From an optimization exercise on the open Yosys and OpenROAD flow, aimed at a short achievable clock period and few clock cycles; shortcuts taken in it are not production practice. Only simulation tests tie the RTL to the original design; equivalence was not proved. No activity file was given, so power comes from the tool's default toggle rates.

==> flow/design.v <==
module CHIP(clk,
            rst_n,
            mem_wen_D,
            mem_addr_D,
            mem_wdata_D,
            mem_rdata_D,
            mem_addr_I,
            mem_rdata_I
    );
    input         clk, rst_n ;
    output        mem_wen_D  ;
    output [31:0] mem_addr_D ;
    output [31:0] mem_wdata_D;
    input  [31:0] mem_rdata_D;
    output [31:0] mem_addr_I ;
    input  [31:0] mem_rdata_I;
    function [31:0] bswap(input [31:0] v);
        bswap = {v[7:0], v[15:8], v[23:16], v[31:24]};
    endfunction
    function [32:0] ks_add(input [31:0] a, input [31:0] b, input cin);
        reg [31:0] g, p, gg, pp, gn, pn;
        integer k, d;
        begin
            g = a & b;
            p = a ^ b;
            gg = g;
            gg[0] = g[0] | (p[0] & cin);
            pp = p;
            for (d = 1; d < 32; d = d * 2) begin
                gn = gg;
                pn = pp;
                for (k = d; k < 32; k = k + 1) begin
                    gn[k] = gg[k] | (pp[k] & gg[k-d]);
                    pn[k] = pp[k] & pp[k-d];
                end
                gg = gn;
                pp = pn;
            end
            ks_add = {gg[31], p ^ {gg[30:0], cin}};
        end
    endfunction
    reg  [31:0] pc_f;
    reg  [31:0] ll_f;             
    reg  [31:0] ir_d;
    reg  [31:0] pc_d;
    reg         v_d, pt_d, pok_d;
    reg  [31:0] a_e, b_e, imm_e, link_e, tgt_e, chk_e;
    reg         v_e;
    reg         s_add_e, s_sub_e, s_and_e, s_or_e, s_slt_e, s_link_e;
    reg         is_lw_e, is_sw_e, is_beq_e, is_jalr_e, pt_e;
    reg         wen_e;
    reg  [4:0]  rd_e;
    reg  [31:0] res_m, addr_m, wdata_m;
    reg         st_m, lw_m, wen_m;
    reg  [4:0]  rd_m;
    reg  [31:0] rf [1:31];
    reg  [31:0] rf_v;
    wire [31:0] ld_m = bswap(mem_rdata_D);
    wire [31:0] wb_m = lw_m ? ld_m : res_m;
    assign mem_addr_I  = pc_f;
    assign mem_addr_D  = addr_m;
    assign mem_wdata_D = wdata_m;
    assign mem_wen_D   = st_m;
    wire [31:0] in_f   = bswap(mem_rdata_I);
    wire        f_jal  = in_f[6:0] == 7'b1101111;
    wire        f_beq  = in_f[6:0] == 7'b1100011;
    wire        f_jalr = in_f[6:0] == 7'b1100111;
    wire        f_btk  = f_beq & (in_f[31] | (in_f[19:15] == in_f[24:20]));
    wire        s_f   = in_f[31];
    wire [32:0] lo_jx = ks_add({20'd0, pc_f[11:0]}, {20'd0, in_f[20], in_f[30:21], 1'b0}, 1'b0);
    wire [32:0] lo_bx = ks_add({20'd0, pc_f[11:0]}, {20'd0, in_f[7], in_f[30:25], in_f[11:8], 1'b0}, 1'b0);
    wire [32:0] lo_ix = ks_add({20'd0, ll_f[11:0]}, {20'd0, in_f[31:20]}, 1'b0);
    wire        ok_j  = (in_f[19:12] == {8{s_f}}) & (s_f == lo_jx[12]);
    wire        ok_b  = s_f == lo_bx[12];
    wire [31:0] tj_f = {pc_f[31:12], lo_jx[11:0]};
    wire [31:0] tb_f = {pc_f[31:12], lo_bx[11:0]};
    wire [31:0] tr_f = {ll_f[31:12], lo_ix[11:0]};
    wire        pok_f = f_jal ? ok_j : f_btk ? ok_b : 1'b1;
    wire [32:0] seq_x  = ks_add(pc_f, 32'd4, 1'b0);
    wire [31:0] seq_f  = seq_x[31:0];
    wire [31:0] pred_f = f_jal  ? tj_f :
                         f_btk  ? tb_f :
                         f_jalr ? tr_f : seq_f;
    wire [6:0] op_d  = ir_d[6:0];
    wire [4:0] rd_d  = ir_d[11:7];
    wire [4:0] rs1_d = ir_d[19:15];
    wire [4:0] rs2_d = ir_d[24:20];
    wire d_alu  = v_d & (op_d == 7'b0110011);
    wire d_lw   = v_d & (op_d == 7'b0000011);
    wire d_sw   = v_d & (op_d == 7'b0100011);
    wire d_beq  = v_d & (op_d == 7'b1100011);
    wire d_jal  = v_d & (op_d == 7'b1101111);
    wire d_jalr = v_d & (op_d == 7'b1100111);
    wire use1_d = d_alu | d_lw | d_sw | d_beq | d_jalr;
    wire use2_d = d_alu | d_sw | d_beq;
    wire wr_d   = (d_alu | d_lw | d_jal | d_jalr) & (rd_d != 5'd0);
    wire [31:0] imm_i = {{21{ir_d[31]}}, ir_d[30:20]};
    wire [31:0] imm_s = {{21{ir_d[31]}}, ir_d[30:25], ir_d[11:7]};
    wire [31:0] imm_b = {{20{ir_d[31]}}, ir_d[7], ir_d[30:25], ir_d[11:8], 1'b0};
    wire [31:0] rf1 = (rs1_d != 5'd0 && rf_v[rs1_d]) ? rf[rs1_d] : 32'd0;
    wire [31:0] rf2 = (rs2_d != 5'd0 && rf_v[rs2_d]) ? rf[rs2_d] : 32'd0;
    wire [32:0] link_x = ks_add(pc_d, 32'd4, 1'b0);
    wire [32:0] tgt_x  = ks_add(pc_d, imm_b, 1'b0);
    wire [32:0] chk_x  = ks_add(pc_f, ~imm_i, 1'b1);
    wire [31:0] imm_j  = {{12{ir_d[31]}}, ir_d[19:12], ir_d[20], ir_d[30:21], 1'b0};
    wire [32:0] tgj_x  = ks_add(pc_d, imm_j, 1'b0);
    wire ex_wr  = v_e & wen_e;
    wire hit1_m = wen_m & (rd_m == rs1_d);
    wire hit2_m = wen_m & (rd_m == rs2_d);
    wire hit1_e = ex_wr & (rd_e == rs1_d);
    wire hit2_e = ex_wr & (rd_e == rs2_d);
    wire stall = v_e & is_lw_e & ((hit1_e & use1_d) | (hit2_e & use2_d));
    wire        redir_d = v_d & !pok_d & !stall & !redir_e;
    wire [31:0] tgt_d   = d_jal ? tgj_x[31:0] : tgt_x[31:0];
    wire [32:0] sum_x  = ks_add(a_e, b_e, 1'b0);
    wire [32:0] diff_x = ks_add(a_e, ~b_e, 1'b1);
    wire [32:0] addr_x = ks_add(a_e, imm_e, 1'b0);
    wire [31:0] sum  = sum_x[31:0];
    wire [31:0] diff = diff_x[31:0];
    wire [31:0] addr = addr_x[31:0];
    wire        lt   = (a_e[31] ^ b_e[31]) ? a_e[31] : diff[31];
    wire        eq   = a_e == b_e;
    wire [31:0] alu = ({32{s_add_e}}  & sum)
                    | ({32{s_sub_e}}  & diff)
                    | ({32{s_and_e}}  & (a_e & b_e))
                    | ({32{s_or_e}}   & (a_e | b_e))
                    | ({32{s_slt_e}}  & {31'd0, lt})
                    | ({32{s_link_e}} & link_e);
    wire br_miss   = is_beq_e & (eq != pt_e);
    wire jalr_miss = is_jalr_e & (a_e != chk_e);
    wire redir_e   = v_e & (br_miss | jalr_miss);
    wire [31:0] tgx_e = is_jalr_e ? addr : eq ? tgt_e : link_e;
    integer j;
    always @(posedge clk) begin
        if (!rst_n) begin
            pc_f <= 32'd0;
            ll_f <= 32'd0;
            v_d  <= 1'b0;
            v_e  <= 1'b0;
            st_m <= 1'b0;
            lw_m <= 1'b0;
            wen_m <= 1'b0;
            rf_v <= 32'd0;
        end else begin
            if (redir_e)      pc_f <= tgx_e;
            else if (redir_d) pc_f <= tgt_d;
            else if (!stall)  pc_f <= pred_f;
            if (f_jal && in_f[11:7] != 5'd0) ll_f <= seq_f;
            if (redir_e | redir_d) v_d <= 1'b0;
            else if (!stall)       v_d <= 1'b1;
            v_e   <= !(redir_e | stall);
            st_m  <= v_e & is_sw_e;
            lw_m  <= v_e & is_lw_e;
            wen_m <= v_e & wen_e;
            for (j = 1; j < 32; j = j + 1)
                if (wen_m && rd_m == j) rf_v[j] <= 1'b1;
        end
    end
    always @(posedge clk) begin
        if (!stall) begin
            ir_d <= in_f;
            pc_d <= pc_f;
            pt_d <= f_btk;
            pok_d <= pok_f;
        end
        a_e    <= hit1_e ? alu : hit1_m ? wb_m : rf1;
        b_e    <= hit2_e ? alu : hit2_m ? wb_m : rf2;
        imm_e  <= d_sw ? imm_s : imm_i;
        link_e <= link_x[31:0];
        tgt_e  <= tgt_x[31:0];
        chk_e  <= chk_x[31:0];
        pt_e   <= pt_d;
        rd_e   <= rd_d;
        s_add_e   <= d_alu & (ir_d[14:12] == 3'b000) & !ir_d[30];
        s_sub_e   <= d_alu & (ir_d[14:12] == 3'b000) & ir_d[30];
        s_and_e   <= d_alu & (ir_d[14:12] == 3'b111);
        s_or_e    <= d_alu & (ir_d[14:12] == 3'b110);
        s_slt_e   <= d_alu & (ir_d[14:12] == 3'b010);
        s_link_e  <= d_jal | d_jalr;
        is_lw_e   <= d_lw;
        is_sw_e   <= d_sw;
        is_beq_e  <= d_beq;
        is_jalr_e <= d_jalr;
        wen_e     <= wr_d;
        res_m   <= alu;
        addr_m  <= addr;
        wdata_m <= bswap(b_e);
        rd_m    <= rd_e;
        if (wen_m) rf[rd_m] <= wb_m;
    end
endmodule
clock: 10.5 ns
lec_check: 0
cap_margin: 20
core_margin: 2
core_utilization: 40
slew_margin: 20
standard.sh (not shown) runs the stock make flow with config.mk's settings and CLKGATE_MAP_FILE= SYNTH_SCRIPT=/design/flow/synth_recipe.tcl, a recipe that flattens the netlist after the stock synthesis.
==> flow/flow/run.sh <==
#!/bin/bash
# Standard ORFS layout, with timing repair aimed below the clock period:
# repair_timing keeps working until the setup slack reaches the margin.
set -euo pipefail
MARGIN=${MARGIN:-7.0}
bash standard.sh SETUP_SLACK_MARGIN=$MARGIN finish > flow_standard.log 2>&1
Testbench counts at the start, summed over its fixed seeds: cycles 89,464.
Then changed:
--- a/flow/design.v
+++ b/flow/design.v
@@ -108,11 +108,14 @@
     wire hit1_m = wen_m & (rd_m == rs1_d);
     wire hit2_m = wen_m & (rd_m == rs2_d);
     wire hit1_e = ex_wr & (rd_e == rs1_d);
     wire hit2_e = ex_wr & (rd_e == rs2_d);
     wire stall = v_e & is_lw_e & ((hit1_e & use1_d) | (hit2_e & use2_d));
-    wire        redir_d = v_d & !pok_d & !stall & !redir_e;
+    wire        dep0_d  = ((rs2_d == 5'd0) & (rs1_d == rd_e)) | ((rs1_d == 5'd0) & (rs2_d == rd_e));
+    wire        zsub_d  = d_beq & !pt_d & ex_wr & s_sub_e & dep0_d;
+    wire        ztk_d   = zsub_d & eq;
+    wire        redir_d = ((v_d & !pok_d) | ztk_d) & !stall & !redir_e;
     wire [31:0] tgt_d   = d_jal ? tgj_x[31:0] : tgt_x[31:0];
     wire [32:0] sum_x  = ks_add(a_e, b_e, 1'b0);
     wire [32:0] diff_x = ks_add(a_e, ~b_e, 1'b1);
     wire [32:0] addr_x = ks_add(a_e, imm_e, 1'b0);
     wire [31:0] sum  = sum_x[31:0];
@@ -129,10 +132,12 @@
     wire br_miss   = is_beq_e & (eq != pt_e);
     wire jalr_miss = is_jalr_e & (a_e != chk_e);
     wire redir_e   = v_e & (br_miss | jalr_miss);
     wire [31:0] tgx_e = is_jalr_e ? addr : eq ? tgt_e : link_e;
     integer j;
+    wire        early_f = redir_e | redir_d | stall;
+    wire [31:0] early_v = redir_e ? tgx_e : redir_d ? tgt_d : pc_f;
     always @(posedge clk) begin
         if (!rst_n) begin
             pc_f <= 32'd0;
             ll_f <= 32'd0;
             v_d  <= 1'b0;
@@ -140,13 +145,11 @@
             st_m <= 1'b0;
             lw_m <= 1'b0;
             wen_m <= 1'b0;
             rf_v <= 32'd0;
         end else begin
-            if (redir_e)      pc_f <= tgx_e;
-            else if (redir_d) pc_f <= tgt_d;
-            else if (!stall)  pc_f <= pred_f;
+            pc_f <= early_f ? early_v : pred_f;
             if (f_jal && in_f[11:7] != 5'd0) ll_f <= seq_f;
             if (redir_e | redir_d) v_d <= 1'b0;
             else if (!stall)       v_d <= 1'b1;
             v_e   <= !(redir_e | stall);
             st_m  <= v_e & is_sw_e;
@@ -167,11 +170,11 @@
         b_e    <= hit2_e ? alu : hit2_m ? wb_m : rf2;
         imm_e  <= d_sw ? imm_s : imm_i;
         link_e <= link_x[31:0];
         tgt_e  <= tgt_x[31:0];
         chk_e  <= chk_x[31:0];
-        pt_e   <= pt_d;
+        pt_e   <= pt_d | ztk_d;
         rd_e   <= rd_d;
         s_add_e   <= d_alu & (ir_d[14:12] == 3'b000) & !ir_d[30];
         s_sub_e   <= d_alu & (ir_d[14:12] == 3'b000) & ir_d[30];
         s_and_e   <= d_alu & (ir_d[14:12] == 3'b111);
         s_or_e    <= d_alu & (ir_d[14:12] == 3'b110);
Outcome: The changed run produced a clean layout. Synthesized area came out higher by 0.38%. Power climbs by 2.3%. Sequential cell count is unchanged. Final area went up by 0.98%. Final cell count rose by 0.43%. Synthesized cell count went up by 0.43%. Clock skew came out lower by 6.3 ps. Count of clock-buffer cells in the layout drops by 16. Hold slack is worse by 3.6 ps. Maximum frequency is higher by 2.6%. Via count is about the same. Register-to-register slack gets better by 96 ps.
Testbench counts after the change, summed over its fixed seeds: cycles 88,243.

========
Another version of the RTL of CHIP (not shown whole).
For scale: about 5500 cells after synthesis, about 0.076 mm² of cells after synthesis.
export LEC_CHECK = 0
export CAP_MARGIN = 20
export CORE_MARGIN = 2
export CORE_UTILIZATION = 40
export SLEW_MARGIN = 20
export SYNTH_HIERARCHICAL = 1
create_clock -name core_clock -period 10.5 [get_ports {clk}]
==> flow/flow/run.sh <==
#!/bin/bash
# Standard ORFS layout, with timing repair aimed below the clock period:
# repair_timing keeps working until the setup slack reaches the margin.
set -euo pipefail
MARGIN=${MARGIN:-7.5}
bash standard.sh SETUP_SLACK_MARGIN=$MARGIN finish > flow_standard.log 2>&1
Testbench counts at the start, summed over its fixed seeds: cycles 88,243.
Change:
--- a/flow/design.v
+++ b/flow/design.v
@@ -54,45 +54,44 @@
                     pn[k] = pp[k] & pp[k-d];
                 end
                 gg = gn;
                 pp = pn;
             end
             ks_add = {gg[31], p ^ {gg[30:0], cin}};
         end
     endfunction
     reg  [31:0] pc_f;
-    reg  [31:0] pc_o;             
     reg  [31:0] ll_f;             
     reg  [31:0] ir_d;
     reg  [31:0] pc_d;
     reg         v_d, pt_d, pok_d;
     reg  [31:0] a_e, b_e, imm_e, link_e, tgt_e;
     reg  [31:0] p_e, pa_e, pk_e;
     reg         v_e;
     reg         s_add_e, s_sub_e, s_and_e, s_or_e, s_slt_e, s_link_e;
     reg         is_lw_e, is_sw_e, is_beq_e, is_jalr_e, pt_e;
     reg         wen_e;
     reg  [4:0]  rd_e;
     reg  [31:0] res_m, addr_m, wdata_m;
     reg         st_m, lw_m, wen_m;
     reg  [4:0]  rd_m;
     reg  [31:0] rf [1:31];
     reg  [31:0] rf_v;
     wire [31:0] ld_m = bswap(mem_rdata_D);
     wire [31:0] wb_m = lw_m ? ld_m : res_m;
-    assign mem_addr_I  = pc_o;
+    assign mem_addr_I  = pc_f;
     assign mem_addr_D  = addr_m;
     assign mem_wdata_D = wdata_m;
     assign mem_wen_D   = st_m;
     wire [31:0] in_f   = bswap(mem_rdata_I);
-    wire        f_jal  = in_f[6] & in_f[3];
-    wire        f_beq  = in_f[6] & !in_f[2];
-    wire        f_jalr = in_f[6] & in_f[2] & !in_f[3];
+    wire        f_jal  = in_f[6:0] == 7'b1101111;
+    wire        f_beq  = in_f[6:0] == 7'b1100011;
+    wire        f_jalr = in_f[6:0] == 7'b1100111;
     wire        f_btk  = f_beq & (in_f[31] | (in_f[19:15] == in_f[24:20]));
     wire        s_f   = in_f[31];
     wire [11:0] lj_s, lb_s;
     wire [12:0] lo_jx, lo_bx, lo_ix;
     add11 u_addj (.a(pc_f[11:1]), .b({in_f[20], in_f[30:21]}), .s(lj_s));
     add11 u_addb (.a(pc_f[11:1]), .b({in_f[7], in_f[30:25], in_f[11:8]}), .s(lb_s));
     add12 u_addi (.a(ll_f[11:0]), .b(in_f[31:20]), .s(lo_ix));
     assign lo_jx = {lj_s, pc_f[0]};
     assign lo_bx = {lb_s, pc_f[0]};
@@ -102,24 +101,24 @@
     wire [31:0] tb_f = {pc_f[31:12], lo_bx[11:0]};
     wire [31:0] tr_f = {ll_f[31:12], lo_ix[11:0]};
     wire        pok_f = f_jal ? ok_j : f_btk ? ok_b : 1'b1;
     wire [32:0] seq_x  = ks_add(pc_f, 32'd4, 1'b0);
     wire [31:0] seq_f  = seq_x[31:0];
     wire [6:0] op_d  = ir_d[6:0];
     wire [4:0] rd_d  = ir_d[11:7];
     wire [4:0] rs1_d = ir_d[19:15];
     wire [4:0] rs2_d = ir_d[24:20];
-    wire d_alu  = v_d & !op_d[6] & op_d[4];
-    wire d_lw   = v_d & !op_d[6] & !op_d[5];
-    wire d_sw   = v_d & !op_d[6] & op_d[5] & !op_d[4];
-    wire d_beq  = v_d & op_d[6] & !op_d[2];
-    wire d_jal  = v_d & op_d[6] & op_d[3];
-    wire d_jalr = v_d & op_d[6] & op_d[2] & !op_d[3];
+    wire d_alu  = v_d & (op_d == 7'b0110011);
+    wire d_lw   = v_d & (op_d == 7'b0000011);
+    wire d_sw   = v_d & (op_d == 7'b0100011);
+    wire d_beq  = v_d & (op_d == 7'b1100011);
+    wire d_jal  = v_d & (op_d == 7'b1101111);
+    wire d_jalr = v_d & (op_d == 7'b1100111);
     wire use1_d = d_alu | d_lw | d_sw | d_beq | d_jalr;
     wire use2_d = d_alu | d_sw | d_beq;
     wire wr_d   = (d_alu | d_lw | d_jal | d_jalr) & (rd_d != 5'd0);
     wire [31:0] imm_i = {{21{ir_d[31]}}, ir_d[30:20]};
     wire [31:0] imm_s = {{21{ir_d[31]}}, ir_d[30:25], ir_d[11:7]};
     wire [31:0] imm_b = {{20{ir_d[31]}}, ir_d[7], ir_d[30:25], ir_d[11:8], 1'b0};
     wire [31:0] rf1 = (rs1_d != 5'd0 && rf_v[rs1_d]) ? rf[rs1_d] : 32'd0;
     wire [31:0] rf2 = (rs2_d != 5'd0 && rf_v[rs2_d]) ? rf[rs2_d] : 32'd0;
     wire [32:0] link_x = ks_add(pc_d, 32'd4, 1'b0);
@@ -154,35 +153,32 @@
                     | ({32{s_sub_e}}  & diff)
                     | ({32{s_and_e}}  & (a_e & b_e))
                     | ({32{s_or_e}}   & (a_e | b_e))
                     | ({32{s_slt_e}}  & {31'd0, lt})
                     | ({32{s_link_e}} & link_e);
     wire br_miss   = is_beq_e & (eq != pt_e);
     wire jalr_miss = is_jalr_e & (pk_e != 32'd0);
     wire redir_e   = v_e & (br_miss | jalr_miss);
     wire [31:0] tgx_e = is_jalr_e ? addr : eq ? tgt_e : link_e;
+    integer j;
     wire        early_f = redir_e | redir_d | stall;
     wire [31:0] early_v = redir_e ? tgx_e : redir_d ? tgt_d : pc_f;
     wire        go_f    = rst_n & !early_f;
     wire        sel_e   = rst_n & early_f;
     wire        sel_j   = go_f & f_jal;
     wire        sel_b   = go_f & f_btk;
     wire        sel_r   = go_f & f_jalr;
     wire        sel_s   = go_f & !f_jal & !f_btk & !f_jalr;
     wire [31:0] next_f  = ({32{sel_j}} & tj_f) | ({32{sel_b}} & tb_f)
                         | ({32{sel_r}} & tr_f) | ({32{sel_s}} & seq_f)
                         | ({32{sel_e}} & early_v);
     always @(posedge clk)
         pc_f <= next_f;
-    always @(posedge clk)
-        if (!rst_n) pc_o <= 32'd0;
-        else        pc_o <= next_f;
-    integer j;
     always @(posedge clk) begin
         if (!rst_n) begin
             ll_f <= 32'd0;
             v_d  <= 1'b0;
             v_e  <= 1'b0;
             st_m <= 1'b0;
             lw_m <= 1'b0;
             wen_m <= 1'b0;
             rf_v <= 32'd0;
Result: Wire length grows by a few percent; setup slack gains 0.030 ns; via count grows by a few percent; clock skew shrinks by 0.019 ns; power shrinks by roughly a tenth; synthesized area shrinks slightly; final cell count grows slightly; sequential power shrinks by a few percent; design area grows slightly; fmax grows slightly; clock-buffer cell count shrinks by 1; die area barely changes; sequential cell count shrinks by 30; clock power grows by a few percent.
Testbench counts after the change, summed over its fixed seeds: cycles 88,243.

## what the ideal ports hide
How much do the figures lean on ideal ports? The routed layouts below were timed once more, with nothing changed but the port constraints. Step 1, drivers: a clkbuf_16 drives clk and a buf_2 each remaining input, both assumed. Step 2, shift: input delay + t, output delay - t, t = (earliest + latest rising clock arrival at the registers) / 2. This alone moves slack from input paths to output paths. Three values: no drivers, after step 1, after step 2; two values: the first two.
| run | t (ns) | setup WS [ns] | hold WS [ns] | worst setup path after step 2 | cell pins on the clock port's net |
|---|---|---|---|---|---|
| the first run of note 1 | 0.907 | 6.738 / 6.738 / 6.017 | 0.360 / 0.360 / 0.360 | input to register | 1 |
| the second run of note 1 | 0.903 | 6.835 / 6.835 / 6.060 | 0.356 / 0.356 / 0.356 | input to register | 1 |
| the first run of note 2 | 0.893 | 6.984 / 6.966 / 6.177 | 0.395 / 0.395 / 0.395 | input to register | 1 |
| the second run of note 2 | 0.933 | 7.013 / 6.921 / 6.297 | 0.394 / 0.394 / 0.394 | input to register | 1 |
After both steps every run listed still meets setup and hold. The setup slack of the first run of note 2, which loses most, moves by -0.018 ns with the drivers and by -0.807 ns with both steps.
